Context: an optimization exercise on an open-source flow, tuned for small area. The choices shown serve that exercise and are no tape-out recipe. Function was checked by simulation only, so behaviour that the tests miss may differ from the original.

### flow/run.sh
#!/bin/bash
# The standard layout (standard.sh: the ORFS flow and synthesis, unchanged),
# with two changes that only affect buffering and sizing:
#  - the port buffers are the smallest buffer cell instead of clkdlybuf4s50_1
#    (every port still gets its own buffer);
#  - the buffers Yosys/ABC put in are removed at floorplan, as the
#    timing-driven placement would otherwise do;

set -euo pipefail
export BUFFER_PORTS_ARGS="-buffer_cell sky130_fd_sc_hd__buf_1"
export REMOVE_ABC_BUFFERS=1
bash standard.sh finish > standard_flow.log 2>&1
### standard.sh
#!/bin/bash
# synth_recipe.tcl (not shown) runs the flow's synth.tcl, then flattens the netlist and writes it again
# the make line also repeats each setting of config.mk as NAME=value (left out here)
make -C /OpenROAD-flow-scripts/flow DESIGN_CONFIG=/design/flow/config.mk WORK_HOME=/design/flow/orfs CLKGATE_MAP_FILE= SYNTH_SCRIPT=/design/flow/synth_recipe.tcl "${@:-finish}"
### design.v
`timescale 1ns/10ps
module accelerate_matrix (
    input clk,
    input rst,
    input [31:0]wmatrix,
    input [31:0]xmatrix,
    input [31:0]bias,
    output reg [15:0]out1,
    output reg [15:0]out2,
    output reg [15:0]out3,
    output reg [15:0]out4
);
    reg [3:0] p;
    always @(posedge clk or posedge rst) begin
        if (rst)
            p <= 4'd0;
        else
            p <= (p == 4'd12) ? 4'd0 : p + 4'd1;
    end
    wire ld_w = (p >= 4'd1) && (p <= 4'd4);            
    wire ld_b = (p == 4'd1);                           
    wire ld_p = (p == 4'd1) || (p == 4'd2);            
    wire ld_q = (p == 4'd3) || (p == 4'd4);            
    wire hi   = (p >= 4'd8) && (p <= 4'd11);           
    reg [31:0] r0, r1, r2, r3;
    always @(posedge clk) begin
        r0 <= r1;
        r1 <= r2;
        r2 <= r3;
        r3 <= ld_w ? wmatrix : r0;
    end
    reg [7:0] s0, s1, s2, s3;
    always @(posedge clk) begin
        if (ld_b) begin
            s0 <= bias[31:24];
            s1 <= bias[23:16];
            s2 <= bias[15:8];
            s3 <= bias[7:0];
        end else begin
            s0 <= s1;
            s1 <= s2;
            s2 <= s3;
            s3 <= s0;
        end
    end
    reg [31:0] xp0, xp1, xq0, xq1;
    always @(posedge clk) begin
        xp0 <= xp1;
        xp1 <= ld_p ? xmatrix : xp0;
        xq0 <= xq1;
        xq1 <= ld_q ? xmatrix : xq0;
    end
    wire [31:0] xa = hi ? xq1 : xp1;
    wire [31:0] xb = hi ? xq0 : xp0;
    wire [14:0] ya, yb;
    dot_unit ua (.w(r1), .x(xa), .b(s2), .y(ya));
    dot_unit ub (.w(r1), .x(xb), .b(s2), .y(yb));
    wire ev = ~p[0];
    reg [14:0] e0, e1, e2, e3, e4, o0, o1, o2, o3, o4;
    always @(posedge clk) begin
        e0 <= ev ? ya : yb; e1 <= e0; e2 <= e1; e3 <= e2; e4 <= e3;
        o0 <= ev ? yb : ya; o1 <= o0; o2 <= o1; o3 <= o2; o4 <= o3;
    end
    always @(*) begin
        out1 = {1'b0, e4};
        out2 = {1'b0, o4};
        out3 = {1'b0, e0};
        out4 = {1'b0, o0};
    end
endmodule
module dot_unit (
    input  [31:0] w,
    input  [31:0] x,
    input  [7:0]  b,
    output [14:0] y
);
  wire t1 = ~(w[0] & x[0]);
  wire t2 = ~(w[0] & x[1]);
  wire t3 = ~(w[0] & x[2]);
  wire t4 = ~(w[0] & x[3]);
  wire t5 = ~(w[0] & x[4]);
  wire t6 = ~(w[0] & x[5]);
  wire t7 = ~(w[0] & x[6]);
  wire t8 = ~(w[0] & x[7]);
  wire t9 = ~(w[1] & x[0]);
  wire t10 = ~(w[1] & x[1]);
  wire t11 = ~(w[1] & x[2]);
  wire t12 = ~(w[1] & x[3]);
  wire t13 = ~(w[1] & x[4]);
  wire t14 = ~(w[1] & x[5]);
  wire t15 = ~(w[1] & x[6]);
  wire t16 = ~(w[1] & x[7]);
  wire t17 = ~(w[2] & x[0]);
  wire t18 = ~(w[2] & x[1]);
  wire t19 = ~(w[2] & x[2]);
  wire t20 = ~(w[2] & x[3]);
  wire t21 = ~(w[2] & x[4]);
  wire t22 = ~(w[2] & x[5]);
  wire t23 = ~(w[2] & x[6]);
  wire t24 = ~(w[2] & x[7]);
  wire t25 = ~(w[3] & x[0]);
  wire t26 = ~(w[3] & x[1]);
  wire t27 = ~(w[3] & x[2]);
  wire t28 = ~(w[3] & x[3]);
  wire t29 = ~(w[3] & x[4]);
  wire t30 = ~(w[3] & x[5]);
  wire t31 = ~(w[3] & x[6]);
  wire t32 = ~(w[3] & x[7]);
  wire t33 = ~(w[4] & x[0]);
  wire t34 = ~(w[4] & x[1]);
  wire t35 = ~(w[4] & x[2]);
  wire t36 = ~(w[4] & x[3]);
  wire t37 = ~(w[4] & x[4]);
  wire t38 = ~(w[4] & x[5]);
  wire t39 = ~(w[4] & x[6]);
  wire t40 = ~(w[4] & x[7]);
  wire t41 = ~(w[5] & x[0]);
  wire t42 = ~(w[5] & x[1]);
  wire t43 = ~(w[5] & x[2]);
  wire t44 = ~(w[5] & x[3]);
  wire t45 = ~(w[5] & x[4]);
  wire t46 = ~(w[5] & x[5]);
  wire t47 = ~(w[5] & x[6]);
  wire t48 = ~(w[5] & x[7]);
  wire t49 = ~(w[6] & x[0]);
  wire t50 = ~(w[6] & x[1]);
  wire t51 = ~(w[6] & x[2]);
  wire t52 = ~(w[6] & x[3]);
  wire t53 = ~(w[6] & x[4]);
  wire t54 = ~(w[6] & x[5]);
  wire t55 = ~(w[6] & x[6]);
  wire t56 = ~(w[6] & x[7]);
  wire t57 = ~(w[7] & x[0]);
  wire t58 = ~(w[7] & x[1]);
  wire t59 = ~(w[7] & x[2]);
  wire t60 = ~(w[7] & x[3]);
  wire t61 = ~(w[7] & x[4]);
  wire t62 = ~(w[7] & x[5]);
  wire t63 = ~(w[7] & x[6]);
  wire t64 = ~(w[7] & x[7]);
  wire t65 = ~(w[8] & x[8]);
  wire t66 = ~(w[8] & x[9]);
  wire t67 = ~(w[8] & x[10]);
  wire t68 = ~(w[8] & x[11]);
  wire t69 = ~(w[8] & x[12]);
  wire t70 = ~(w[8] & x[13]);
  wire t71 = ~(w[8] & x[14]);
  wire t72 = ~(w[8] & x[15]);
  wire t73 = ~(w[9] & x[8]);
  wire t74 = ~(w[9] & x[9]);
  wire t75 = ~(w[9] & x[10]);
  wire t76 = ~(w[9] & x[11]);
  wire t77 = ~(w[9] & x[12]);
  wire t78 = ~(w[9] & x[13]);
  wire t79 = ~(w[9] & x[14]);
  wire t80 = ~(w[9] & x[15]);
  wire t81 = ~(w[10] & x[8]);
  wire t82 = ~(w[10] & x[9]);
  wire t83 = ~(w[10] & x[10]);
  wire t84 = ~(w[10] & x[11]);
  wire t85 = ~(w[10] & x[12]);
  wire t86 = ~(w[10] & x[13]);
  wire t87 = ~(w[10] & x[14]);
  wire t88 = ~(w[10] & x[15]);
  wire t89 = ~(w[11] & x[8]);
  wire t90 = ~(w[11] & x[9]);
  wire t91 = ~(w[11] & x[10]);
  wire t92 = ~(w[11] & x[11]);
  wire t93 = ~(w[11] & x[12]);
  wire t94 = ~(w[11] & x[13]);
  wire t95 = ~(w[11] & x[14]);
  wire t96 = ~(w[11] & x[15]);
  wire t97 = ~(w[12] & x[8]);
  wire t98 = ~(w[12] & x[9]);
  wire t99 = ~(w[12] & x[10]);
  wire t100 = ~(w[12] & x[11]);
  wire t101 = ~(w[12] & x[12]);
  wire t102 = ~(w[12] & x[13]);
  wire t103 = ~(w[12] & x[14]);
  wire t104 = ~(w[12] & x[15]);
  wire t105 = ~(w[13] & x[8]);
  wire t106 = ~(w[13] & x[9]);
  wire t107 = ~(w[13] & x[10]);
  wire t108 = ~(w[13] & x[11]);
  wire t109 = ~(w[13] & x[12]);
  wire t110 = ~(w[13] & x[13]);
  wire t111 = ~(w[13] & x[14]);
  wire t112 = ~(w[13] & x[15]);
  wire t113 = ~(w[14] & x[8]);
  wire t114 = ~(w[14] & x[9]);
  wire t115 = ~(w[14] & x[10]);
  wire t116 = ~(w[14] & x[11]);
  wire t117 = ~(w[14] & x[12]);
  wire t118 = ~(w[14] & x[13]);
  wire t119 = ~(w[14] & x[14]);
  wire t120 = ~(w[14] & x[15]);
  wire t121 = ~(w[15] & x[8]);
  wire t122 = ~(w[15] & x[9]);
  wire t123 = ~(w[15] & x[10]);
  wire t124 = ~(w[15] & x[11]);
  wire t125 = ~(w[15] & x[12]);
  wire t126 = ~(w[15] & x[13]);
  wire t127 = ~(w[15] & x[14]);
  wire t128 = ~(w[15] & x[15]);
  wire t129 = ~(w[16] & x[16]);
  wire t130 = ~(w[16] & x[17]);
  wire t131 = ~(w[16] & x[18]);
  wire t132 = ~(w[16] & x[19]);
  wire t133 = ~(w[16] & x[20]);
  wire t134 = ~(w[16] & x[21]);
  wire t135 = ~(w[16] & x[22]);
  wire t136 = ~(w[16] & x[23]);
  wire t137 = ~(w[17] & x[16]);
  wire t138 = ~(w[17] & x[17]);
  wire t139 = ~(w[17] & x[18]);
  wire t140 = ~(w[17] & x[19]);
  wire t141 = ~(w[17] & x[20]);
  wire t142 = ~(w[17] & x[21]);
  wire t143 = ~(w[17] & x[22]);
  wire t144 = ~(w[17] & x[23]);
  wire t145 = ~(w[18] & x[16]);
  wire t146 = ~(w[18] & x[17]);
  wire t147 = ~(w[18] & x[18]);
  wire t148 = ~(w[18] & x[19]);
  wire t149 = ~(w[18] & x[20]);
  wire t150 = ~(w[18] & x[21]);
  wire t151 = ~(w[18] & x[22]);
  wire t152 = ~(w[18] & x[23]);
  wire t153 = ~(w[19] & x[16]);
  wire t154 = ~(w[19] & x[17]);
  wire t155 = ~(w[19] & x[18]);
  wire t156 = ~(w[19] & x[19]);
  wire t157 = ~(w[19] & x[20]);
  wire t158 = ~(w[19] & x[21]);
  wire t159 = ~(w[19] & x[22]);
  wire t160 = ~(w[19] & x[23]);
  wire t161 = ~(w[20] & x[16]);
  wire t162 = ~(w[20] & x[17]);
  wire t163 = ~(w[20] & x[18]);
  wire t164 = ~(w[20] & x[19]);
  wire t165 = ~(w[20] & x[20]);
  wire t166 = ~(w[20] & x[21]);
  wire t167 = ~(w[20] & x[22]);
  wire t168 = ~(w[20] & x[23]);
  wire t169 = ~(w[21] & x[16]);
  wire t170 = ~(w[21] & x[17]);
  wire t171 = ~(w[21] & x[18]);
  wire t172 = ~(w[21] & x[19]);
  wire t173 = ~(w[21] & x[20]);
  wire t174 = ~(w[21] & x[21]);
  wire t175 = ~(w[21] & x[22]);
  wire t176 = ~(w[21] & x[23]);
  wire t177 = ~(w[22] & x[16]);
  wire t178 = ~(w[22] & x[17]);
  wire t179 = ~(w[22] & x[18]);
  wire t180 = ~(w[22] & x[19]);
  wire t181 = ~(w[22] & x[20]);
  wire t182 = ~(w[22] & x[21]);
  wire t183 = ~(w[22] & x[22]);
  wire t184 = ~(w[22] & x[23]);
  wire t185 = ~(w[23] & x[16]);
  wire t186 = ~(w[23] & x[17]);
  wire t187 = ~(w[23] & x[18]);
  wire t188 = ~(w[23] & x[19]);
  wire t189 = ~(w[23] & x[20]);
  wire t190 = ~(w[23] & x[21]);
  wire t191 = ~(w[23] & x[22]);
  wire t192 = ~(w[23] & x[23]);
  wire t193 = ~(w[24] & x[24]);
  wire t194 = ~(w[24] & x[25]);
  wire t195 = ~(w[24] & x[26]);
  wire t196 = ~(w[24] & x[27]);
  wire t197 = ~(w[24] & x[28]);
  wire t198 = ~(w[24] & x[29]);
  wire t199 = ~(w[24] & x[30]);
  wire t200 = ~(w[24] & x[31]);
  wire t201 = ~(w[25] & x[24]);
  wire t202 = ~(w[25] & x[25]);
  wire t203 = ~(w[25] & x[26]);
  wire t204 = ~(w[25] & x[27]);
  wire t205 = ~(w[25] & x[28]);
  wire t206 = ~(w[25] & x[29]);
  wire t207 = ~(w[25] & x[30]);
  wire t208 = ~(w[25] & x[31]);
  wire t209 = ~(w[26] & x[24]);
  wire t210 = ~(w[26] & x[25]);
  wire t211 = ~(w[26] & x[26]);
  wire t212 = ~(w[26] & x[27]);
  wire t213 = ~(w[26] & x[28]);
  wire t214 = ~(w[26] & x[29]);
  wire t215 = ~(w[26] & x[30]);
  wire t216 = ~(w[26] & x[31]);
  wire t217 = ~(w[27] & x[24]);
  wire t218 = ~(w[27] & x[25]);
  wire t219 = ~(w[27] & x[26]);
  wire t220 = ~(w[27] & x[27]);
  wire t221 = ~(w[27] & x[28]);
  wire t222 = ~(w[27] & x[29]);
  wire t223 = ~(w[27] & x[30]);
  wire t224 = ~(w[27] & x[31]);
  wire t225 = ~(w[28] & x[24]);
  wire t226 = ~(w[28] & x[25]);
  wire t227 = ~(w[28] & x[26]);
  wire t228 = ~(w[28] & x[27]);
  wire t229 = ~(w[28] & x[28]);
  wire t230 = ~(w[28] & x[29]);
  wire t231 = ~(w[28] & x[30]);
  wire t232 = ~(w[28] & x[31]);
  wire t233 = ~(w[29] & x[24]);
  wire t234 = ~(w[29] & x[25]);
  wire t235 = ~(w[29] & x[26]);
  wire t236 = ~(w[29] & x[27]);
  wire t237 = ~(w[29] & x[28]);
  wire t238 = ~(w[29] & x[29]);
  wire t239 = ~(w[29] & x[30]);
  wire t240 = ~(w[29] & x[31]);
  wire t241 = ~(w[30] & x[24]);
  wire t242 = ~(w[30] & x[25]);
  wire t243 = ~(w[30] & x[26]);
  wire t244 = ~(w[30] & x[27]);
  wire t245 = ~(w[30] & x[28]);
  wire t246 = ~(w[30] & x[29]);
  wire t247 = ~(w[30] & x[30]);
  wire t248 = ~(w[30] & x[31]);
  wire t249 = ~(w[31] & x[24]);
  wire t250 = ~(w[31] & x[25]);
  wire t251 = ~(w[31] & x[26]);
  wire t252 = ~(w[31] & x[27]);
  wire t253 = ~(w[31] & x[28]);
  wire t254 = ~(w[31] & x[29]);
  wire t255 = ~(w[31] & x[30]);
  wire t256 = ~(w[31] & x[31]);
  wire t257 = ~b[0];
  wire t258 = ~b[1];
  wire t259 = ~b[2];
  wire t260 = ~b[3];
  wire t261 = ~b[4];
  wire t262 = ~b[5];
  wire t263 = ~b[6];
  wire t264 = ~b[7];
  wire t265, t266;
  FA u_t265 (.a(t7), .b(t14), .c(1'b1), .s(t265), .co(t266));
  wire t267, t268;
  FA u_t267 (.a(t8), .b(t15), .c(t22), .s(t267), .co(t268));
  wire t269, t270;
  FA u_t269 (.a(t29), .b(t36), .c(t43), .s(t269), .co(t270));
  wire t271, t272;
  FA u_t271 (.a(t50), .b(t57), .c(t72), .s(t271), .co(t272));
  wire t273, t274;
  FA u_t273 (.a(t16), .b(t23), .c(t30), .s(t273), .co(t274));
  wire t275, t276;
  FA u_t275 (.a(t37), .b(t44), .c(1'b1), .s(t275), .co(t276));
  wire t277, t278;
  FA u_t277 (.a(t5), .b(t12), .c(t19), .s(t277), .co(t278));
  wire t279, t280;
  FA u_t279 (.a(t6), .b(t13), .c(t20), .s(t279), .co(t280));
  wire t281, t282;
  FA u_t281 (.a(t27), .b(t34), .c(t41), .s(t281), .co(t282));
  wire t283, t284;
  FA u_t283 (.a(t70), .b(t77), .c(t84), .s(t283), .co(t284));
  wire t285, t286;
  FA u_t285 (.a(t91), .b(t98), .c(1'b1), .s(t285), .co(t286));
  wire t287, t288;
  FA u_t287 (.a(t265), .b(t21), .c(t28), .s(t287), .co(t288));
  wire t289, t290;
  FA u_t289 (.a(t35), .b(t42), .c(t49), .s(t289), .co(t290));
  wire t291, t292;
  FA u_t291 (.a(t71), .b(t78), .c(t85), .s(t291), .co(t292));
  wire t293, t294;
  FA u_t293 (.a(t92), .b(t99), .c(t106), .s(t293), .co(t294));
  wire t295, t296;
  FA u_t295 (.a(t113), .b(t135), .c(t142), .s(t295), .co(t296));
  wire t297, t298;
  FA u_t297 (.a(t149), .b(t156), .c(t163), .s(t297), .co(t298));
  wire t299, t300;
  FA u_t299 (.a(t170), .b(t177), .c(1'b1), .s(t299), .co(t300));
  wire t301, t302;
  FA u_t301 (.a(t266), .b(t267), .c(t269), .s(t301), .co(t302));
  wire t303, t304;
  FA u_t303 (.a(t271), .b(t79), .c(t86), .s(t303), .co(t304));
  wire t305, t306;
  FA u_t305 (.a(t93), .b(t100), .c(t107), .s(t305), .co(t306));
  wire t307, t308;
  FA u_t307 (.a(t114), .b(t121), .c(t136), .s(t307), .co(t308));
  wire t309, t310;
  FA u_t309 (.a(t143), .b(t150), .c(t157), .s(t309), .co(t310));
  wire t311, t312;
  FA u_t311 (.a(t164), .b(t171), .c(t178), .s(t311), .co(t312));
  wire t313, t314;
  FA u_t313 (.a(t185), .b(t200), .c(t207), .s(t313), .co(t314));
  wire t315, t316;
  FA u_t315 (.a(t214), .b(t221), .c(t228), .s(t315), .co(t316));
  wire t317, t318;
  FA u_t317 (.a(t268), .b(t270), .c(t272), .s(t317), .co(t318));
  wire t319, t320;
  FA u_t319 (.a(t273), .b(t275), .c(t51), .s(t319), .co(t320));
  wire t321, t322;
  FA u_t321 (.a(t58), .b(t80), .c(t87), .s(t321), .co(t322));
  wire t323, t324;
  FA u_t323 (.a(t94), .b(t101), .c(t108), .s(t323), .co(t324));
  wire t325, t326;
  FA u_t325 (.a(t115), .b(t122), .c(t144), .s(t325), .co(t326));
  wire t327, t328;
  FA u_t327 (.a(t151), .b(t158), .c(t165), .s(t327), .co(t328));
  wire t329, t330;
  FA u_t329 (.a(t172), .b(t179), .c(t186), .s(t329), .co(t330));
  wire t331, t332;
  FA u_t331 (.a(t208), .b(t215), .c(t222), .s(t331), .co(t332));
  wire t333, t334;
  FA u_t333 (.a(t229), .b(t236), .c(1'b1), .s(t333), .co(t334));
  wire t335, t336;
  FA u_t335 (.a(t274), .b(t276), .c(t24), .s(t335), .co(t336));
  wire t337, t338;
  FA u_t337 (.a(t31), .b(t38), .c(t45), .s(t337), .co(t338));
  wire t339, t340;
  FA u_t339 (.a(t52), .b(t59), .c(t88), .s(t339), .co(t340));
  wire t341, t342;
  FA u_t341 (.a(t95), .b(t102), .c(t109), .s(t341), .co(t342));
  wire t343, t344;
  FA u_t343 (.a(t116), .b(t123), .c(t152), .s(t343), .co(t344));
  wire t345, t346;
  FA u_t345 (.a(t159), .b(t166), .c(t173), .s(t345), .co(t346));
  wire t347, t348;
  FA u_t347 (.a(t180), .b(t187), .c(t216), .s(t347), .co(t348));
  wire t349, t350;
  FA u_t349 (.a(t223), .b(t230), .c(t237), .s(t349), .co(t350));
  wire t351, t352;
  FA u_t351 (.a(t32), .b(t39), .c(t46), .s(t351), .co(t352));
  wire t353, t354;
  FA u_t353 (.a(t53), .b(t60), .c(t96), .s(t353), .co(t354));
  wire t355, t356;
  FA u_t355 (.a(t103), .b(t110), .c(t117), .s(t355), .co(t356));
  wire t357, t358;
  FA u_t357 (.a(t124), .b(t160), .c(t167), .s(t357), .co(t358));
  wire t359, t360;
  FA u_t359 (.a(t174), .b(t181), .c(1'b1), .s(t359), .co(t360));
  wire t361, t362;
  FA u_t361 (.a(t40), .b(t47), .c(t54), .s(t361), .co(t362));
  wire t363, t364;
  FA u_t363 (.a(t4), .b(t11), .c(t18), .s(t363), .co(t364));
  wire t365, t366;
  FA u_t365 (.a(t25), .b(t68), .c(t75), .s(t365), .co(t366));
  wire t367, t368;
  FA u_t367 (.a(t277), .b(t26), .c(t33), .s(t367), .co(t368));
  wire t369, t370;
  FA u_t369 (.a(t69), .b(t76), .c(t83), .s(t369), .co(t370));
  wire t371, t372;
  FA u_t371 (.a(t90), .b(t97), .c(t133), .s(t371), .co(t372));
  wire t373, t374;
  FA u_t373 (.a(t140), .b(t147), .c(t154), .s(t373), .co(t374));
  wire t375, t376;
  FA u_t375 (.a(t278), .b(t279), .c(t281), .s(t375), .co(t376));
  wire t377, t378;
  FA u_t377 (.a(t283), .b(t285), .c(t105), .s(t377), .co(t378));
  wire t379, t380;
  FA u_t379 (.a(t134), .b(t141), .c(t148), .s(t379), .co(t380));
  wire t381, t382;
  FA u_t381 (.a(t155), .b(t162), .c(t169), .s(t381), .co(t382));
  wire t383, t384;
  FA u_t383 (.a(t198), .b(t205), .c(t212), .s(t383), .co(t384));
  wire t385, t386;
  FA u_t385 (.a(t280), .b(t282), .c(t284), .s(t385), .co(t386));
  wire t387, t388;
  FA u_t387 (.a(t286), .b(t287), .c(t289), .s(t387), .co(t388));
  wire t389, t390;
  FA u_t389 (.a(t291), .b(t293), .c(t295), .s(t389), .co(t390));
  wire t391, t392;
  FA u_t391 (.a(t297), .b(t299), .c(t199), .s(t391), .co(t392));
  wire t393, t394;
  FA u_t393 (.a(t206), .b(t213), .c(t220), .s(t393), .co(t394));
  wire t395, t396;
  FA u_t395 (.a(t227), .b(t234), .c(1'b1), .s(t395), .co(t396));
  wire t397, t398;
  FA u_t397 (.a(t288), .b(t290), .c(t292), .s(t397), .co(t398));
  wire t399, t400;
  FA u_t399 (.a(t294), .b(t296), .c(t298), .s(t399), .co(t400));
  wire t401, t402;
  FA u_t401 (.a(t300), .b(t301), .c(t303), .s(t401), .co(t402));
  wire t403, t404;
  FA u_t403 (.a(t305), .b(t307), .c(t309), .s(t403), .co(t404));
  wire t405, t406;
  FA u_t405 (.a(t311), .b(t313), .c(t315), .s(t405), .co(t406));
  wire t407, t408;
  FA u_t407 (.a(t235), .b(t242), .c(t249), .s(t407), .co(t408));
  wire t409, t410;
  FA u_t409 (.a(t302), .b(t304), .c(t306), .s(t409), .co(t410));
  wire t411, t412;
  FA u_t411 (.a(t308), .b(t310), .c(t312), .s(t411), .co(t412));
  wire t413, t414;
  FA u_t413 (.a(t314), .b(t316), .c(t317), .s(t413), .co(t414));
  wire t415, t416;
  FA u_t415 (.a(t319), .b(t321), .c(t323), .s(t415), .co(t416));
  wire t417, t418;
  FA u_t417 (.a(t325), .b(t327), .c(t329), .s(t417), .co(t418));
  wire t419, t420;
  FA u_t419 (.a(t331), .b(t333), .c(t243), .s(t419), .co(t420));
  wire t421, t422;
  FA u_t421 (.a(t318), .b(t320), .c(t322), .s(t421), .co(t422));
  wire t423, t424;
  FA u_t423 (.a(t324), .b(t326), .c(t328), .s(t423), .co(t424));
  wire t425, t426;
  FA u_t425 (.a(t330), .b(t332), .c(t334), .s(t425), .co(t426));
  wire t427, t428;
  FA u_t427 (.a(t335), .b(t337), .c(t339), .s(t427), .co(t428));
  wire t429, t430;
  FA u_t429 (.a(t341), .b(t343), .c(t345), .s(t429), .co(t430));
  wire t431, t432;
  FA u_t431 (.a(t347), .b(t349), .c(t244), .s(t431), .co(t432));
  wire t433, t434;
  FA u_t433 (.a(t336), .b(t338), .c(t340), .s(t433), .co(t434));
  wire t435, t436;
  FA u_t435 (.a(t342), .b(t344), .c(t346), .s(t435), .co(t436));
  wire t437, t438;
  FA u_t437 (.a(t348), .b(t350), .c(t351), .s(t437), .co(t438));
  wire t439, t440;
  FA u_t439 (.a(t353), .b(t355), .c(t357), .s(t439), .co(t440));
  wire t441, t442;
  FA u_t441 (.a(t359), .b(t188), .c(t224), .s(t441), .co(t442));
  wire t443, t444;
  FA u_t443 (.a(t231), .b(t238), .c(t245), .s(t443), .co(t444));
  wire t445, t446;
  FA u_t445 (.a(t352), .b(t354), .c(t356), .s(t445), .co(t446));
  wire t447, t448;
  FA u_t447 (.a(t358), .b(t360), .c(t361), .s(t447), .co(t448));
  wire t449, t450;
  FA u_t449 (.a(t61), .b(t104), .c(t111), .s(t449), .co(t450));
  wire t451, t452;
  FA u_t451 (.a(t118), .b(t125), .c(t168), .s(t451), .co(t452));
  wire t453, t454;
  FA u_t453 (.a(t175), .b(t182), .c(t189), .s(t453), .co(t454));
  wire t455, t456;
  FA u_t455 (.a(t232), .b(t239), .c(t246), .s(t455), .co(t456));
  wire t457, t458;
  FA u_t457 (.a(t362), .b(t48), .c(t55), .s(t457), .co(t458));
  wire t459, t460;
  FA u_t459 (.a(t62), .b(t112), .c(t119), .s(t459), .co(t460));
  wire t461, t462;
  FA u_t461 (.a(t126), .b(t176), .c(t183), .s(t461), .co(t462));
  wire t463, t464;
  FA u_t463 (.a(t3), .b(t10), .c(t17), .s(t463), .co(t464));
  wire t465, t466;
  FA u_t465 (.a(t67), .b(t74), .c(t81), .s(t465), .co(t466));
  wire t467, t468;
  FA u_t467 (.a(t363), .b(t365), .c(t82), .s(t467), .co(t468));
  wire t469, t470;
  FA u_t469 (.a(t89), .b(t132), .c(t139), .s(t469), .co(t470));
  wire t471, t472;
  FA u_t471 (.a(t146), .b(t153), .c(t196), .s(t471), .co(t472));
  wire t473, t474;
  FA u_t473 (.a(t364), .b(t366), .c(t367), .s(t473), .co(t474));
  wire t475, t476;
  FA u_t475 (.a(t369), .b(t371), .c(t373), .s(t475), .co(t476));
  wire t477, t478;
  FA u_t477 (.a(t161), .b(t197), .c(t204), .s(t477), .co(t478));
  wire t479, t480;
  FA u_t479 (.a(t211), .b(t218), .c(1'b1), .s(t479), .co(t480));
  wire t481, t482;
  FA u_t481 (.a(t368), .b(t370), .c(t372), .s(t481), .co(t482));
  wire t483, t484;
  FA u_t483 (.a(t374), .b(t375), .c(t377), .s(t483), .co(t484));
  wire t485, t486;
  FA u_t485 (.a(t379), .b(t381), .c(t383), .s(t485), .co(t486));
  wire t487, t488;
  FA u_t487 (.a(t219), .b(t226), .c(t233), .s(t487), .co(t488));
  wire t489, t490;
  FA u_t489 (.a(t376), .b(t378), .c(t380), .s(t489), .co(t490));
  wire t491, t492;
  FA u_t491 (.a(t382), .b(t384), .c(t385), .s(t491), .co(t492));
  wire t493, t494;
  FA u_t493 (.a(t387), .b(t389), .c(t391), .s(t493), .co(t494));
  wire t495, t496;
  FA u_t495 (.a(t393), .b(t395), .c(t241), .s(t495), .co(t496));
  wire t497, t498;
  FA u_t497 (.a(t386), .b(t388), .c(t390), .s(t497), .co(t498));
  wire t499, t500;
  FA u_t499 (.a(t392), .b(t394), .c(t396), .s(t499), .co(t500));
  wire t501, t502;
  FA u_t501 (.a(t397), .b(t399), .c(t401), .s(t501), .co(t502));
  wire t503, t504;
  FA u_t503 (.a(t403), .b(t405), .c(t407), .s(t503), .co(t504));
  wire t505, t506;
  FA u_t505 (.a(t398), .b(t400), .c(t402), .s(t505), .co(t506));
  wire t507, t508;
  FA u_t507 (.a(t404), .b(t406), .c(t408), .s(t507), .co(t508));
  wire t509, t510;
  FA u_t509 (.a(t409), .b(t411), .c(t413), .s(t509), .co(t510));
  wire t511, t512;
  FA u_t511 (.a(t415), .b(t417), .c(t419), .s(t511), .co(t512));
  wire t513, t514;
  FA u_t513 (.a(t410), .b(t412), .c(t414), .s(t513), .co(t514));
  wire t515, t516;
  FA u_t515 (.a(t416), .b(t418), .c(t420), .s(t515), .co(t516));
  wire t517, t518;
  FA u_t517 (.a(t421), .b(t423), .c(t425), .s(t517), .co(t518));
  wire t519, t520;
  FA u_t519 (.a(t427), .b(t429), .c(t431), .s(t519), .co(t520));
  wire t521, t522;
  FA u_t521 (.a(t422), .b(t424), .c(t426), .s(t521), .co(t522));
  wire t523, t524;
  FA u_t523 (.a(t428), .b(t430), .c(t432), .s(t523), .co(t524));
  wire t525, t526;
  FA u_t525 (.a(t433), .b(t435), .c(t437), .s(t525), .co(t526));
  wire t527, t528;
  FA u_t527 (.a(t439), .b(t441), .c(t443), .s(t527), .co(t528));
  wire t529, t530;
  FA u_t529 (.a(t434), .b(t436), .c(t438), .s(t529), .co(t530));
  wire t531, t532;
  FA u_t531 (.a(t440), .b(t442), .c(t444), .s(t531), .co(t532));
  wire t533, t534;
  FA u_t533 (.a(t445), .b(t447), .c(t449), .s(t533), .co(t534));
  wire t535, t536;
  FA u_t535 (.a(t451), .b(t453), .c(t455), .s(t535), .co(t536));
  wire t537, t538;
  FA u_t537 (.a(t446), .b(t448), .c(t450), .s(t537), .co(t538));
  wire t539, t540;
  FA u_t539 (.a(t452), .b(t454), .c(t456), .s(t539), .co(t540));
  wire t541, t542;
  FA u_t541 (.a(t457), .b(t459), .c(t461), .s(t541), .co(t542));
  wire t543, t544;
  FA u_t543 (.a(t190), .b(t240), .c(t247), .s(t543), .co(t544));
  wire t545, t546;
  FA u_t545 (.a(t458), .b(t460), .c(t462), .s(t545), .co(t546));
  wire t547, t548;
  FA u_t547 (.a(t56), .b(t63), .c(t120), .s(t547), .co(t548));
  wire t549, t550;
  FA u_t549 (.a(t127), .b(t184), .c(t191), .s(t549), .co(t550));
  wire t551, t552;
  FA u_t551 (.a(t2), .b(t9), .c(t66), .s(t551), .co(t552));
  wire t553, t554;
  FA u_t553 (.a(t73), .b(t130), .c(1'b1), .s(t553), .co(t554));
  wire t555, t556;
  FA u_t555 (.a(t463), .b(t465), .c(t131), .s(t555), .co(t556));
  wire t557, t558;
  FA u_t557 (.a(t138), .b(t145), .c(t195), .s(t557), .co(t558));
  wire t559, t560;
  FA u_t559 (.a(t202), .b(t209), .c(1'b1), .s(t559), .co(t560));
  wire t561, t562;
  FA u_t561 (.a(t464), .b(t466), .c(t467), .s(t561), .co(t562));
  wire t563, t564;
  FA u_t563 (.a(t469), .b(t471), .c(t203), .s(t563), .co(t564));
  wire t565, t566;
  FA u_t565 (.a(t210), .b(t217), .c(t260), .s(t565), .co(t566));
  wire t567, t568;
  FA u_t567 (.a(t468), .b(t470), .c(t472), .s(t567), .co(t568));
  wire t569, t570;
  FA u_t569 (.a(t473), .b(t475), .c(t477), .s(t569), .co(t570));
  wire t571, t572;
  FA u_t571 (.a(t479), .b(t225), .c(t261), .s(t571), .co(t572));
  wire t573, t574;
  FA u_t573 (.a(t474), .b(t476), .c(t478), .s(t573), .co(t574));
  wire t575, t576;
  FA u_t575 (.a(t480), .b(t481), .c(t483), .s(t575), .co(t576));
  wire t577, t578;
  FA u_t577 (.a(t485), .b(t487), .c(t262), .s(t577), .co(t578));
  wire t579, t580;
  FA u_t579 (.a(t482), .b(t484), .c(t486), .s(t579), .co(t580));
  wire t581, t582;
  FA u_t581 (.a(t488), .b(t489), .c(t491), .s(t581), .co(t582));
  wire t583, t584;
  FA u_t583 (.a(t493), .b(t495), .c(t263), .s(t583), .co(t584));
  wire t585, t586;
  FA u_t585 (.a(t490), .b(t492), .c(t494), .s(t585), .co(t586));
  wire t587, t588;
  FA u_t587 (.a(t496), .b(t497), .c(t499), .s(t587), .co(t588));
  wire t589, t590;
  FA u_t589 (.a(t501), .b(t503), .c(t264), .s(t589), .co(t590));
  wire t591, t592;
  FA u_t591 (.a(t498), .b(t500), .c(t502), .s(t591), .co(t592));
  wire t593, t594;
  FA u_t593 (.a(t504), .b(t505), .c(t507), .s(t593), .co(t594));
  wire t595, t596;
  FA u_t595 (.a(t509), .b(t511), .c(t250), .s(t595), .co(t596));
  wire t597, t598;
  FA u_t597 (.a(t506), .b(t508), .c(t510), .s(t597), .co(t598));
  wire t599, t600;
  FA u_t599 (.a(t512), .b(t513), .c(t515), .s(t599), .co(t600));
  wire t601, t602;
  FA u_t601 (.a(t517), .b(t519), .c(t251), .s(t601), .co(t602));
  wire t603, t604;
  FA u_t603 (.a(t514), .b(t516), .c(t518), .s(t603), .co(t604));
  wire t605, t606;
  FA u_t605 (.a(t520), .b(t521), .c(t523), .s(t605), .co(t606));
  wire t607, t608;
  FA u_t607 (.a(t525), .b(t527), .c(t252), .s(t607), .co(t608));
  wire t609, t610;
  FA u_t609 (.a(t522), .b(t524), .c(t526), .s(t609), .co(t610));
  wire t611, t612;
  FA u_t611 (.a(t528), .b(t529), .c(t531), .s(t611), .co(t612));
  wire t613, t614;
  FA u_t613 (.a(t533), .b(t535), .c(t253), .s(t613), .co(t614));
  wire t615, t616;
  FA u_t615 (.a(t530), .b(t532), .c(t534), .s(t615), .co(t616));
  wire t617, t618;
  FA u_t617 (.a(t536), .b(t537), .c(t539), .s(t617), .co(t618));
  wire t619, t620;
  FA u_t619 (.a(t541), .b(t543), .c(t254), .s(t619), .co(t620));
  wire t621, t622;
  FA u_t621 (.a(t538), .b(t540), .c(t542), .s(t621), .co(t622));
  wire t623, t624;
  FA u_t623 (.a(t544), .b(t545), .c(t547), .s(t623), .co(t624));
  wire t625, t626;
  FA u_t625 (.a(t549), .b(t248), .c(t255), .s(t625), .co(t626));
  wire t627, t628;
  FA u_t627 (.a(t546), .b(t548), .c(t550), .s(t627), .co(t628));
  wire t629, t630;
  FA u_t629 (.a(t64), .b(t128), .c(t192), .s(t629), .co(t630));
  wire t631, t632;
  FA u_t631 (.a(t1), .b(t65), .c(1'b1), .s(t631), .co(t632));
  wire t633, t634;
  FA u_t633 (.a(t551), .b(t553), .c(t137), .s(t633), .co(t634));
  wire t635, t636;
  FA u_t635 (.a(t194), .b(t201), .c(1'b1), .s(t635), .co(t636));
  wire t637, t638;
  FA u_t637 (.a(t552), .b(t554), .c(t555), .s(t637), .co(t638));
  wire t639, t640;
  FA u_t639 (.a(t557), .b(t559), .c(t259), .s(t639), .co(t640));
  wire t641, t642;
  FA u_t641 (.a(t556), .b(t558), .c(t560), .s(t641), .co(t642));
  wire t643, t644;
  FA u_t643 (.a(t561), .b(t563), .c(t565), .s(t643), .co(t644));
  wire t645, t646;
  FA u_t645 (.a(t562), .b(t564), .c(t566), .s(t645), .co(t646));
  wire t647, t648;
  FA u_t647 (.a(t567), .b(t569), .c(t571), .s(t647), .co(t648));
  wire t649, t650;
  FA u_t649 (.a(t568), .b(t570), .c(t572), .s(t649), .co(t650));
  wire t651, t652;
  FA u_t651 (.a(t573), .b(t575), .c(t577), .s(t651), .co(t652));
  wire t653, t654;
  FA u_t653 (.a(t574), .b(t576), .c(t578), .s(t653), .co(t654));
  wire t655, t656;
  FA u_t655 (.a(t579), .b(t581), .c(t583), .s(t655), .co(t656));
  wire t657, t658;
  FA u_t657 (.a(t580), .b(t582), .c(t584), .s(t657), .co(t658));
  wire t659, t660;
  FA u_t659 (.a(t585), .b(t587), .c(t589), .s(t659), .co(t660));
  wire t661, t662;
  FA u_t661 (.a(t586), .b(t588), .c(t590), .s(t661), .co(t662));
  wire t663, t664;
  FA u_t663 (.a(t591), .b(t593), .c(t595), .s(t663), .co(t664));
  wire t665, t666;
  FA u_t665 (.a(t592), .b(t594), .c(t596), .s(t665), .co(t666));
  wire t667, t668;
  FA u_t667 (.a(t597), .b(t599), .c(t601), .s(t667), .co(t668));
  wire t669, t670;
  FA u_t669 (.a(t598), .b(t600), .c(t602), .s(t669), .co(t670));
  wire t671, t672;
  FA u_t671 (.a(t603), .b(t605), .c(t607), .s(t671), .co(t672));
  wire t673, t674;
  FA u_t673 (.a(t604), .b(t606), .c(t608), .s(t673), .co(t674));
  wire t675, t676;
  FA u_t675 (.a(t609), .b(t611), .c(t613), .s(t675), .co(t676));
  wire t677, t678;
  FA u_t677 (.a(t610), .b(t612), .c(t614), .s(t677), .co(t678));
  wire t679, t680;
  FA u_t679 (.a(t615), .b(t617), .c(t619), .s(t679), .co(t680));
  wire t681, t682;
  FA u_t681 (.a(t616), .b(t618), .c(t620), .s(t681), .co(t682));
  wire t683, t684;
  FA u_t683 (.a(t621), .b(t623), .c(t625), .s(t683), .co(t684));
  wire t685, t686;
  FA u_t685 (.a(t622), .b(t624), .c(t626), .s(t685), .co(t686));
  wire t687, t688;
  FA u_t687 (.a(t627), .b(t629), .c(t256), .s(t687), .co(t688));
  wire t689, t690;
  FA u_t689 (.a(t631), .b(t129), .c(1'b1), .s(t689), .co(t690));
  wire t691, t692;
  FA u_t691 (.a(t632), .b(t633), .c(t635), .s(t691), .co(t692));
  wire t693, t694;
  FA u_t693 (.a(t634), .b(t636), .c(t637), .s(t693), .co(t694));
  wire t695, t696;
  FA u_t695 (.a(t638), .b(t640), .c(t641), .s(t695), .co(t696));
  wire t697, t698;
  FA u_t697 (.a(t642), .b(t644), .c(t645), .s(t697), .co(t698));
  wire t699, t700;
  FA u_t699 (.a(t646), .b(t648), .c(t649), .s(t699), .co(t700));
  wire t701, t702;
  FA u_t701 (.a(t650), .b(t652), .c(t653), .s(t701), .co(t702));
  wire t703, t704;
  FA u_t703 (.a(t654), .b(t656), .c(t657), .s(t703), .co(t704));
  wire t705, t706;
  FA u_t705 (.a(t658), .b(t660), .c(t661), .s(t705), .co(t706));
  wire t707, t708;
  FA u_t707 (.a(t662), .b(t664), .c(t665), .s(t707), .co(t708));
  wire t709, t710;
  FA u_t709 (.a(t666), .b(t668), .c(t669), .s(t709), .co(t710));
  wire t711, t712;
  FA u_t711 (.a(t670), .b(t672), .c(t673), .s(t711), .co(t712));
  wire t713, t714;
  FA u_t713 (.a(t674), .b(t676), .c(t677), .s(t713), .co(t714));
  wire t715, t716;
  FA u_t715 (.a(t678), .b(t680), .c(t681), .s(t715), .co(t716));
  wire t717, t718;
  FA u_t717 (.a(t682), .b(t684), .c(t685), .s(t717), .co(t718));
  wire t719, t720;
  FA u_t719 (.a(t686), .b(t688), .c(t628), .s(t719), .co(t720));
  wire t721, t722;
  FA u_t721 (.a(t689), .b(t193), .c(1'b1), .s(t721), .co(t722));
  wire t723, t724;
  FA u_t723 (.a(t690), .b(t691), .c(t258), .s(t723), .co(t724));
  wire t725, t726;
  FA u_t725 (.a(t692), .b(t693), .c(t639), .s(t725), .co(t726));
  wire t727, t728;
  FA u_t727 (.a(t694), .b(t695), .c(t643), .s(t727), .co(t728));
  wire t729, t730;
  FA u_t729 (.a(t696), .b(t697), .c(t647), .s(t729), .co(t730));
  wire t731, t732;
  FA u_t731 (.a(t698), .b(t699), .c(t651), .s(t731), .co(t732));
  wire t733, t734;
  FA u_t733 (.a(t700), .b(t701), .c(t655), .s(t733), .co(t734));
  wire t735, t736;
  FA u_t735 (.a(t702), .b(t703), .c(t659), .s(t735), .co(t736));
  wire t737, t738;
  FA u_t737 (.a(t704), .b(t705), .c(t663), .s(t737), .co(t738));
  wire t739, t740;
  FA u_t739 (.a(t706), .b(t707), .c(t667), .s(t739), .co(t740));
  wire t741, t742;
  FA u_t741 (.a(t708), .b(t709), .c(t671), .s(t741), .co(t742));
  wire t743, t744;
  FA u_t743 (.a(t710), .b(t711), .c(t675), .s(t743), .co(t744));
  wire t745, t746;
  FA u_t745 (.a(t712), .b(t713), .c(t679), .s(t745), .co(t746));
  wire t747, t748;
  FA u_t747 (.a(t714), .b(t715), .c(t683), .s(t747), .co(t748));
  wire t749, t750;
  FA u_t749 (.a(t716), .b(t717), .c(t687), .s(t749), .co(t750));
  wire t751, t752;
  FA u_t751 (.a(t718), .b(t719), .c(t630), .s(t751), .co(t752));
  wire t753, t754;
  FA u_t753 (.a(t721), .b(t257), .c(1'b1), .s(t753), .co(t754));
  wire t755, t756;
  FA u_t755 (.a(t722), .b(t723), .c(t754), .s(t755), .co(t756));
  wire t757, t758;
  FA u_t757 (.a(t724), .b(t725), .c(t756), .s(t757), .co(t758));
  wire t759, t760;
  FA u_t759 (.a(t726), .b(t727), .c(t758), .s(t759), .co(t760));
  wire t761, t762;
  FA u_t761 (.a(t728), .b(t729), .c(t760), .s(t761), .co(t762));
  wire t763, t764;
  FA u_t763 (.a(t730), .b(t731), .c(t762), .s(t763), .co(t764));
  wire t765, t766;
  FA u_t765 (.a(t732), .b(t733), .c(t764), .s(t765), .co(t766));
  wire t767, t768;
  FA u_t767 (.a(t734), .b(t735), .c(t766), .s(t767), .co(t768));
  wire t769, t770;
  FA u_t769 (.a(t736), .b(t737), .c(t768), .s(t769), .co(t770));
  wire t771, t772;
  FA u_t771 (.a(t738), .b(t739), .c(t770), .s(t771), .co(t772));
  wire t773, t774;
  FA u_t773 (.a(t740), .b(t741), .c(t772), .s(t773), .co(t774));
  wire t775, t776;
  FA u_t775 (.a(t742), .b(t743), .c(t774), .s(t775), .co(t776));
  wire t777, t778;
  FA u_t777 (.a(t744), .b(t745), .c(t776), .s(t777), .co(t778));
  wire t779, t780;
  FA u_t779 (.a(t746), .b(t747), .c(t778), .s(t779), .co(t780));
  wire t781, t782;
  FA u_t781 (.a(t748), .b(t749), .c(t780), .s(t781), .co(t782));
  wire t783 = t750 ^ t751 ^ t782;
  wire [15:0] sn;   
  assign sn[0] = t753;
  assign sn[1] = t755;
  assign sn[2] = t757;
  assign sn[3] = t759;
  assign sn[4] = t761;
  assign sn[5] = t763;
  assign sn[6] = t765;
  assign sn[7] = t767;
  assign sn[8] = t769;
  assign sn[9] = t771;
  assign sn[10] = t773;
  assign sn[11] = t775;
  assign sn[12] = t777;
  assign sn[13] = t779;
  assign sn[14] = t781;
  assign sn[15] = t783;
  assign y = sn[15] ? ~sn[14:0] : 15'd0;
endmodule
module FA (input a, input b, input c, output s, output co);
  assign s  = a ^ b ^ c;
  assign co = (a & b) | (a & c) | (b & c);
endmodule
### constraint.sdc
create_clock -name core_clock -period 10.0 [get_ports {clk}]
set_input_delay 2.0000 -clock core_clock [delete_from_list [all_inputs] [get_ports {clk}]]
set_output_delay 2.0000 -clock core_clock [all_outputs]
set_load 0.01 [all_outputs]
### config.mk
export PLATFORM = sky130hd
export DESIGN_NAME = accelerate_matrix
export DESIGN_NICKNAME = accelerate_matrix
export VERILOG_FILES = /design/flow/design.v
export SDC_FILE = /design/flow/constraint.sdc
export NUM_CORES = 4
export LEC_CHECK = 0
export ABC_AREA = 1
export CAP_MARGIN = 20
export CORE_MARGIN = 2
export CORE_UTILIZATION = 60
export CTS_BUF_LIST = sky130_fd_sc_hd__clkbuf_16
export CTS_CLUSTER_DIAMETER = 80
export CTS_CLUSTER_SIZE = 30
export GPL_TIMING_DRIVEN = 0
export PLACE_DENSITY = 0.75
export SLEW_MARGIN = 20
export SYNTH_HIERARCHICAL = 1
export SYNTH_MINIMUM_KEEP_SIZE = 0
==> impl_metrics.toml, run 1 <==
[clock_network]
ctsHtreeMaxLevel = 1
cts_tree = "done"
numClockSinks = 442
clock_latency_ns = 0.56
cts_buffers = 20
cts_root_buf = "clkbuf_16"
cts_hold_buf = 0
cts.clk_slew.worst_paths_ns = 0.11
clockBufferDepth = 3

[cells_and_area]
final_core_util_pct = 64.89
final_cell_mix = "nand2_1, fa_1, dfxtp_1"
area.growth.synth_to_final_pct = 7.315
seqCellArea_um2 = 8875
nets = 3073
drive_gt1_share_pct = 5.077
fillers = 3276
layout_commonest_cell = "nand2_1"
multi_input_area_um2 = 15820
antenna_cells = 0

[yosys]
synth_cell_types = 20
synth_top_area_share_pct = 41.16
synth_area_um2 = 25200
synth-seq-cells = 442
yosysTopAreaCell = "fa_1"
postSynthCellCount = 2424
synth.area.top_cells = "fa_1, dfxtp_1, nand2_1"
ys_seq_area_share_pct = 35.20
avgSynthCellArea_um2 = 10.39
ys.warnings.count = 7

[run_status]
status = "timing/DRC/antenna clean"

[detailed_routing]
route.detailed.drc = 0
wl_per_cell_um = 21.39
dr.pass1.iters = 5
wirelength_um = 64200
antenna_left = 0
drt_iter0_markers = 1603
vias = 17182
viasPerCell = 5.725

[floorplanning]
core_area_um2 = 41670
die_area_um2 = 43650
ios = 162
initial_core_util_pct = 60.47
die_x_um = 208.9
die_y_um = 208.9
row_count = 75

[critical_path]
path_buf_inv = 3
cp-start-kind = "flip-flop"
crit_family = "adder cells"
critical_path.slowest_cell = "fa_1"
crit_path_frequent_cell = "fa_1"
crit_required_ns = 10.47
cp_max_fo = 16
crit_path_max_incr_delay_ns = 0.57
crit_type = "reg2reg"
cp.arrival_ns = 10.19
end_kind = "flip-flop"

[sta]
period_minus_slack_ns = 9.722
relSlewSlack_pct = 25.51
setup_viol = 0
setup_tns_ns = 0
worst_pin_slew_ns = 1.116
hold_violations = 0
timing.fmax_mhz = 102.9
slew_violations = 0
final.period_utilization_pct = 97.22
skew_ns = 0.01723

[grt]
grt_pass1_vias = 18575
grt_max_degree = 53
grt_first_pass_wirelength_um = 101100
grt_overflow = 0
antenna_found_initial = 0
grt.total_usage_pct = 30.45

[place]
hpwl_um = 46610
port-buffer-count = 157
place_congestion = 0.9483

[job]
maxCapViolCount = 0

[hold_path]
hp-class = "reg2reg"
==> state kept, by name, summed over array words and instances, names as in the netlist, 32 cells and up <==
name,flops
r3,32
xq0,32
r1,32
xp1,32
xp0,32
xq1,32
r0,32
r2,32
==> routing by layer <==
layer | routed length [um] | global-route usage (%) | up-vias | share of wire, %
met2 | 29860 | 48.69 | 1010 | 47
met3 | 6400 | 5.876 | 200 | 10
met4 | 4439 | 17.56 | 0 | 6.9
met5 | 0 | 0 | - | 0
li1 | - | - | 7314 | -
met1 | 23500 | 39.32 | 8658 | 37
==> cells by family (layout without fill, tap and decap cells) <==
logic type / count (synthesis) / in the layout / share of synthesized area [%]
AOI/OAI and AO/OA: 32 / 32 / 0.6356
adders and majority gates: 522 / 522 / 41.36
buffers and inverters: 247 / 250 / 3.943
DFF: 442 / 442 / 35.20
other: 3 / 34 / 0.04469
and+or+nand+nor: 1178 / 1182 / 18.82
==> worst paths after layout <==
| kind | start | to | slack [ns] | cells past startpoint |
|---|---|---|---|---|
| worst max-delay path | p[3] | o0[13] | 0.28 | 30 |
| worst min-delay path | e2[3] | e3[3] | 0.33 | 0 |
| worst max register to register | p[3] | o0[13] | 0.28 | 30 |
| worst min register to register | e2[3] | e3[3] | 0.33 | 0 |
| max in group asynchronous | rst | p[0] | 8.51 | 2 |
| min in group asynchronous | rst | p[3] | 1.31 | 2 |
==> synthesized netlist by cell type <==
master    number
buf_4          4
inv_1         45
ha_1           4
inv_2          1
or2_1          1
fa_1         518
nor2_2        19
dfrtp_1        4
nand3_1      198
nand2_2        3
buf_1         10
clkbuf_1     156
o21ai_0       32
buf_2         29
nor2_1        12
nand2_1      943
conb_1         3
nor2_4         2
dfxtp_1      438
buf_6          2
==> what timing repair did <==
item	CTS	global route
setup endpoints to repair	30	30
buffers inserted	8	3
gates cloned	3	2
resized for setup	30	55
pin swaps	1	14
==> Yosys stat by module, one instance, submodules excluded <==
| module | area [um^2] | flops+latches |
|---|---|---|
| accelerate_matrix | 12090 | 442 |
| dot_unit | 1370 | 0 |
| FA | 20.02 | 0 |
==> per-stage QoR <==
stage | setup WS [ns] | std cells | hold WS (ns) | area (um^2)
CTS | 0.004881 | 2996 | 0.3339 | 26790
global placement | -3.609 | 2950 | 0.3098 | 25750
detailed placement | -1.654 | 2954 | 0.3121 | 25900
floorplan | -1.267 | 2254 | 0.3096 | 24490
finish | 0.2780 | 3001 | 0.3288 | 27040
global route | -0.02203 | 3001 | 0.3280 | 27040
==> area by class of cell <==
class                      count  area share (%)
inverter                      46          0.6988
sequential                   442           32.82
clock buffer                  21           1.944
timing repair buffer         172           2.985
multi-input combinational   1770           58.49
timing repair inverter         1         0.03239
clock inverter                10          0.5322
tap                          539           2.494
==> run 2, diff against run 1 <==
--- a/config.mk
+++ b/config.mk
@@ -8,12 +8,12 @@
 export ABC_AREA = 1
 export CAP_MARGIN = 20
 export CORE_MARGIN = 2
-export CORE_UTILIZATION = 60
+export CORE_UTILIZATION = 75
 export CTS_BUF_LIST = sky130_fd_sc_hd__clkbuf_16
 export CTS_CLUSTER_DIAMETER = 80
 export CTS_CLUSTER_SIZE = 30
 export GPL_TIMING_DRIVEN = 0
-export PLACE_DENSITY = 0.75
+export PLACE_DENSITY = 0.85
 export SLEW_MARGIN = 20
 export SYNTH_HIERARCHICAL = 1
 export SYNTH_MINIMUM_KEEP_SIZE = 0
==> run 2 against run 1 <==
Synthesized cell count did not move. Critical path type unchanged. Sequential share of layout area rose by 0.12 points. Synthesized area did not move. Final cell count fell by 2.8%. Critical path depth fell by 4. Die area fell by 20%. Worst setup slack got worse by 0.075 ns.
==> impl_metrics.toml, run 2 <==
[hold_path]
hold_start = "r3[0]"
hp-class = "reg2reg"

[grt]
antenna_found_initial = 1
grt_pass1_vias = 19099
grt_overflow = 0
grt_first_pass_wirelength_um = 101400
grt.total_usage_pct = 38.12
grt_max_degree = 55

[sta]
holdWs_ns = 0.3299
timing.fmax_mhz = 102.1
slew_violations = 0
relSlewSlack_pct = 23.58
worst_pin_slew_ns = 1.145
final.period_utilization_pct = 97.97
period_minus_slack_ns = 9.797
skew_ns = 0.02233
hold_violations = 0
setup_viol = 0

[clock_network]
cts.clk_slew.worst_paths_ns = 0.10
cts_tree = "done"
cts_root_buf = "clkbuf_16"
cts_hold_buf = 0
numClockSinks = 442
clockBufferDepth = 3
cts_buffers = 19
ctsHtreeMaxLevel = 1
clock_latency_ns = 0.55

[floorplanning]
die_x_um = 187.3
ios = 162
initial_core_util_pct = 75.71
row_count = 67
core_area_um2 = 33280
die_area_um2 = 35080
die_y_um = 187.3

[detailed_routing]
route.detailed.drc = 0
vias = 17756
drt_iter0_markers = 1887
wl_per_cell_um = 22.41
dr.pass1.iters = 5
viasPerCell = 6.089
antenna_left = 0
wirelength_um = 65340

[yosys]
synth.area.top_cells = "fa_1, dfxtp_1, nand2_1"
synth_cell_types = 20
avgSynthCellArea_um2 = 10.39
synth.most_common_cell = "nand2_1"
async_flop_share_pct = 0.9050
ys_seq_area_share_pct = 35.20
synth-main-ff-cell = "dfxtp_1"
postSynthCellCount = 2424
synth-edff-count = 0
synth_area_um2 = 25200
ys.warnings.count = 7
yosysTopAreaCell = "fa_1"
synth-seq-cells = 442
synthTopCellsByCount = "nand2_1, fa_1, dfxtp_1"
synth_top_area_share_pct = 41.16

[cells_and_area]
antenna_cells = 0
finalNonFillerCells = 2916
multi_input_area_um2 = 15870
area.growth.synth_to_final_pct = 6.962
nets = 3085
fillers = 1961
seqCellArea_um2 = 8877
drive_gt1_share_pct = 5.592
layout_commonest_cell = "nand2_1"
final_cell_mix = "nand2_1, fa_1, dfxtp_1"

[critical_path]
cp-start-kind = "flip-flop"
end_kind = "flip-flop"
worst-r2r-cell-count = 26
crit_path_end = "o0[10]"
cp.arrival_ns = 10.25
crit_type = "reg2reg"
crit_path_start = "r1[1]"
cp_max_fo = 17
r2r-start = "r1[1]"
r2r_end = "o0[10]"
r2r_slack_ns = 0.20
crit_required_ns = 10.45

[place]
port-buffer-count = 157
place_congestion = 0.9759
post-place-cells = 2863
hpwl_um = 45600

[job]
maxCapViolCount = 0

[run_status]
status = "timing/DRC/antenna clean"
-- run 2: cell counts after synthesis --
Identical to the previous run, type by type.
-- run 2: worst min path at each step --
stage	cells past startpoint	to	slack (ns)
2_1_floorplan	0	e2[0]	0.31
3_3_place_gp	0	o4[7]	0.31
3_5_place_dp	0	e2[14]	0.31
4_1_cts	0	r2[0]	0.33
5_1_grt	0	r1[10]	0.33
6_report	0	r2[0]	0.33
-- run 2: layout make-up --
| cell class | count | area share [%] |
|---|---|---|
| multi-input cells | 1771 | 58.87 |
| flip-flops and latches | 442 | 32.94 |
| repair buffers | 184 | 3.347 |
| well taps | 448 | 2.080 |
| clock buffers | 19 | 1.764 |
| inverters | 46 | 0.6871 |
| clock inverters | 5 | 0.2739 |
| repair inverters | 1 | 0.03250 |
-- run 2: routing by layer --
layer	wire length (um)	global-route usage (%)	share of wire [%]
met1	21810	46.69	33
met3	7499	8.368	11
met5	71	0	0.11
met4	5537	27.44	8.5
met2	30420	60.69	47
-- run 2: per-stage QoR --
step	area, um^2	TNS, ns	worst slack, ns	utilization [%]
2_1_floorplan	24490	-37.26	-1.267	-
3_3_place_gp	25640	-100.23	-3.410	77.04
3_5_place_dp	25780	-48.78	-1.712	77.47
4_1_cts	26550	0	0.0007381	79.78
5_1_grt	26950	-0.3680	-0.1189	80.98
6_report	26950	0	0.2030	80.98
-- run 2: repair_timing --
action                                  4_1_cts  5_1_grt
endpoints found under the setup margin       30       30
buffers inserted                              7       16
pin swaps                                     1       19
resized for setup                            32       61
gates cloned                                  3        3
-- run 2: kinds of logic after synthesis --
group / after synthesis / synth area share (%)
and+or+nand+nor: 1178 / 18.82
adders and majority gates: 522 / 41.36
DFF: 442 / 35.20
buffers and inverters: 247 / 3.943
AOI/OAI and AO/OA: 32 / 0.6356
other: 3 / 0.04469
-- run 2: modules after synthesis, one instance, submodules excluded --
module	cells inside	flip-flops and latches	copies in the design	area (um^2)
FA	1	0	518	20.02
accelerate_matrix	1198	442	1	12090
dot_unit	354	0	2	1370
-- run 2: worst max-delay path, stage by stage, from the launching register on --
cell,delay (ns)
dfxtp_1,0.97
nand2_1,0.18
fa_1,0.54
fa_1,0.56
fa_1,0.44
fa_1,0.52
fa_1,0.45
fa_1,0.42
fa_1,0.40
fa_1,0.39
fa_1,0.41
fa_1,0.39
fa_1,0.39
fa_1,0.40
fa_1,0.39
fa_1,0.40
fa_2,0.36
fa_1,0.38
fa_1,0.39
fa_2,0.36
nand2_2,0.11
nand2_1,0.09
nand2_4,0.17
nand2_8,0.13
nor2_4,0.21
inv_1,0.07
o21ai_0,0.15
==> run 3, diff against run 2 <==
--- a/config.mk
+++ b/config.mk
@@ -8,12 +8,12 @@
 export ABC_AREA = 1
 export CAP_MARGIN = 20
 export CORE_MARGIN = 2
-export CORE_UTILIZATION = 75
+export CORE_UTILIZATION = 40
 export CTS_BUF_LIST = sky130_fd_sc_hd__clkbuf_16
 export CTS_CLUSTER_DIAMETER = 80
 export CTS_CLUSTER_SIZE = 30
 export GPL_TIMING_DRIVEN = 0
-export PLACE_DENSITY = 0.85
+export PLACE_DENSITY = 0.6
 export SLEW_MARGIN = 20
 export SYNTH_HIERARCHICAL = 1
 export SYNTH_MINIMUM_KEEP_SIZE = 0
==> run 3 against run 2 <==
Worst setup slack better by 0.099 ns. Synthesized cell count stayed put. Flip-flop and latch count stayed put. First-iteration DRC count is 28% lower. Clock skew is 0.0072 ns higher. Sequential share of layout area is 0.92 points lower. Non-clock buffer count is 9 lower. Synthesized area stayed put. Via count is 5.7% lower.
==> impl_metrics.toml, run 3 <==
[cells_and_area]
multi_input_area_um2 = 15850
finalInstanceArea_um2 = 27730
seqCellArea_um2 = 8877
layout_commonest_cell = "nand2_1"
drive_gt1_share_pct = 5.780
area.growth.synth_to_final_pct = 10.04
nets = 3081
fillers = 5927
final_cell_mix = "nand2_1, fa_1, dfxtp_1"

[clock_network]
cts_root_buf = "clkbuf_16"
clock_latency_ns = 0.58
cts_tree = "done"
ctsHtreeMaxLevel = 1
cts_hold_buf = 0
cts_buffers = 24
clockBufferDepth = 3
numClockSinks = 442
cts.clk_slew.worst_paths_ns = 0.10

[floorplanning]
die_area_um2 = 65010
ios = 162
die_x_um = 255.0
die_y_um = 255.0
row_count = 92
initial_core_util_pct = 40.24
core_area_um2 = 62620

[yosys]
synth-edff-count = 0
postSynthCellCount = 2424
synth.area.top_cells = "fa_1, dfxtp_1, nand2_1"
avgSynthCellArea_um2 = 10.39
synth_area_um2 = 25200
synth-main-ff-cell = "dfxtp_1"
synth_cell_types = 20
synth-seq-cells = 442
synthTopCellsByCount = "nand2_1, fa_1, dfxtp_1"
async_flop_share_pct = 0.9050
ys.warnings.count = 7
synth_top_area_share_pct = 41.16
synth.most_common_cell = "nand2_1"
ys_seq_area_share_pct = 35.20
yosysTopAreaCell = "fa_1"

[detailed_routing]
drt_iter0_markers = 1361
viasPerCell = 5.042
wirelength_um = 67810
vias = 16749
wl_per_cell_um = 20.41
route.detailed.drc = 0
dr.pass1.iters = 5
antenna_left = 0

[sta]
skew_ns = 0.02951
final.period_utilization_pct = 96.98
period_minus_slack_ns = 9.698
relSlewSlack_pct = 26.31
setup_tns_ns = 0
timing.fmax_mhz = 103.1
setup_viol = 0
worst_pin_slew_ns = 1.104
slew_violations = 0
hold_violations = 0

[critical_path]
crit_path_max_incr_delay_ns = 0.58
r2r_end = "o0[14]"
r2r-start = "p[3]"
cp.arrival_ns = 10.21
r2r_slack_ns = 0.30
cp_max_fo = 34
worst-r2r-cell-count = 30
critical_path.slowest_cell = "fa_1"
cp-start-kind = "flip-flop"
end_kind = "flip-flop"
crit_path_start = "p[3]"
crit_path_frequent_cell = "fa_1"
crit_required_ns = 10.51
crit_type = "reg2reg"

[hold_path]
hp-class = "reg2reg"
whs_path_depth = 0
hold_start = "r2[16]"
min_to = "r1[16]"

[grt]
grt_pass1_vias = 18355
antenna_found_initial = 2
grt_overflow = 0
grt_max_degree = 41
grt_first_pass_wirelength_um = 105200
grt.total_usage_pct = 21.56

[place]
hpwl_um = 49720
place_congestion = 0.8984
place_area_um2 = 26350
port-buffer-count = 157

[run_status]
status = "timing/DRC/antenna clean"

[job]
maxCapViolCount = 0
[run 3: cell type report]
class                           instances  area share, %
Multi-Input combinational cell       1771          57.18
Antenna cell                            2        0.01805
Clock buffer                           24          2.166
Timing Repair inverter                  1        0.03159
Sequential cell                       442          32.02
Clock inverter                         15         0.9883
Inverter                               46         0.6814
Tap cell                              846          3.818
Timing Repair Buffer                  175          3.100
[run 3: worst max-delay path: cells and delay by family, from the launching register on]
family                   cells  cell delay, ns
AO/OA/AOI/OAI                1            0.12
adder cells (fa/ha/maj)     18            7.42
buffers and inverters        1            0.19
flip-flops                   1            0.51
AND/OR/NAND/NOR             10            1.31
[run 3: per-layer routing]
metal,global-route usage [%],routed length [um]
met5,0,0
met4,9.574,3082
met3,3.712,5197
met2,35.71,31850
met1,27.84,27680
[run 3: how the worst max path moves through the flow]
stage,slack (ns),endpoint,cells past startpoint
3_5_place_dp,-1.54,e0[14],30
3_3_place_gp,-4.07,o0[14],29
6_report,0.30,o0[14],30
4_1_cts,0.01,o0[14],30
2_1_floorplan,-1.27,e0[0],30
5_1_grt,-0.01,o0[3],31
[run 3: modules after synthesis (local to each module, per instance)]
module	cells inside	cell area, um^2	copies in the design	flip-flops and latches
FA	1	20.02	518	0
dot_unit	354	1370	2	0
accelerate_matrix	1198	12090	1	442
[run 3: cell families (layout without fill, tap and decap cells)]
family | Yosys count | after routing | share of synthesized area [%]
other | 3 | 36 | 0.04469
buffers and inverters | 247 | 261 | 3.943
AO/OA/AOI/OAI | 32 | 32 | 0.6356
AND/OR/NAND/NOR | 1178 | 1183 | 18.82
flip-flops | 442 | 442 | 35.20
adder cells (fa/ha/maj) | 522 | 522 | 41.36
[run 3: timing repair]
item,in CTS,in global routing
hold endpoints to repair,0,0
cloned,6,1
pin swaps,4,17
resized for setup,58,32
endpoints found under the setup margin,30,30
buffers inserted,2,8
[run 3: per-stage QoR]
stage / std cells / util (%) / hold slack (ns) / setup slack [ns]
6_report: 3322 / 44.28 / 0.3186 / 0.3021
3_5_place_dp: 3264 / 42.07 / 0.3121 / -1.538
3_3_place_gp: 3257 / 41.74 / 0.3096 / -4.072
4_1_cts: 3311 / 43.97 / 0.3048 / 0.01018
2_1_floorplan: 2254 / - / 0.3096 / -1.267
5_1_grt: 3321 / 44.27 / 0.3103 / -0.01424

static timing again, ports no longer ideal:
Ports are ideal in the flow. The routed layouts listed here were re-timed in OpenROAD.
Step 1 assumes that a clkbuf_16 drives the clock port and a buf_2 every other input.
Step 2 also shifts input and output timing later by t, the mid clock arrival at the registers, as if the neighbouring blocks saw the same clock.
a / b / c = ideal / step 1 / step 2; a / b = the first two.
run | t, ns | setup WS [ns] | clock arrival spread, ns | worst register clock-pin slew, ns | worst slew at a driven data input, ns
run 1 | 0.607 | 0.278 / 0.278 / 0.278 | 0.018 / 0.018 | 0.11 / 0.11 | 0.06
run 2 | 0.595 | 0.203 / 0.203 / 0.203 | 0.028 / 0.029 | 0.11 / 0.11 | 0.04
run 3 | 0.631 | 0.302 / 0.302 / 0.302 | 0.034 / 0.033 | 0.11 / 0.11 | 0.11
After both steps setup and hold are still met in every run listed.
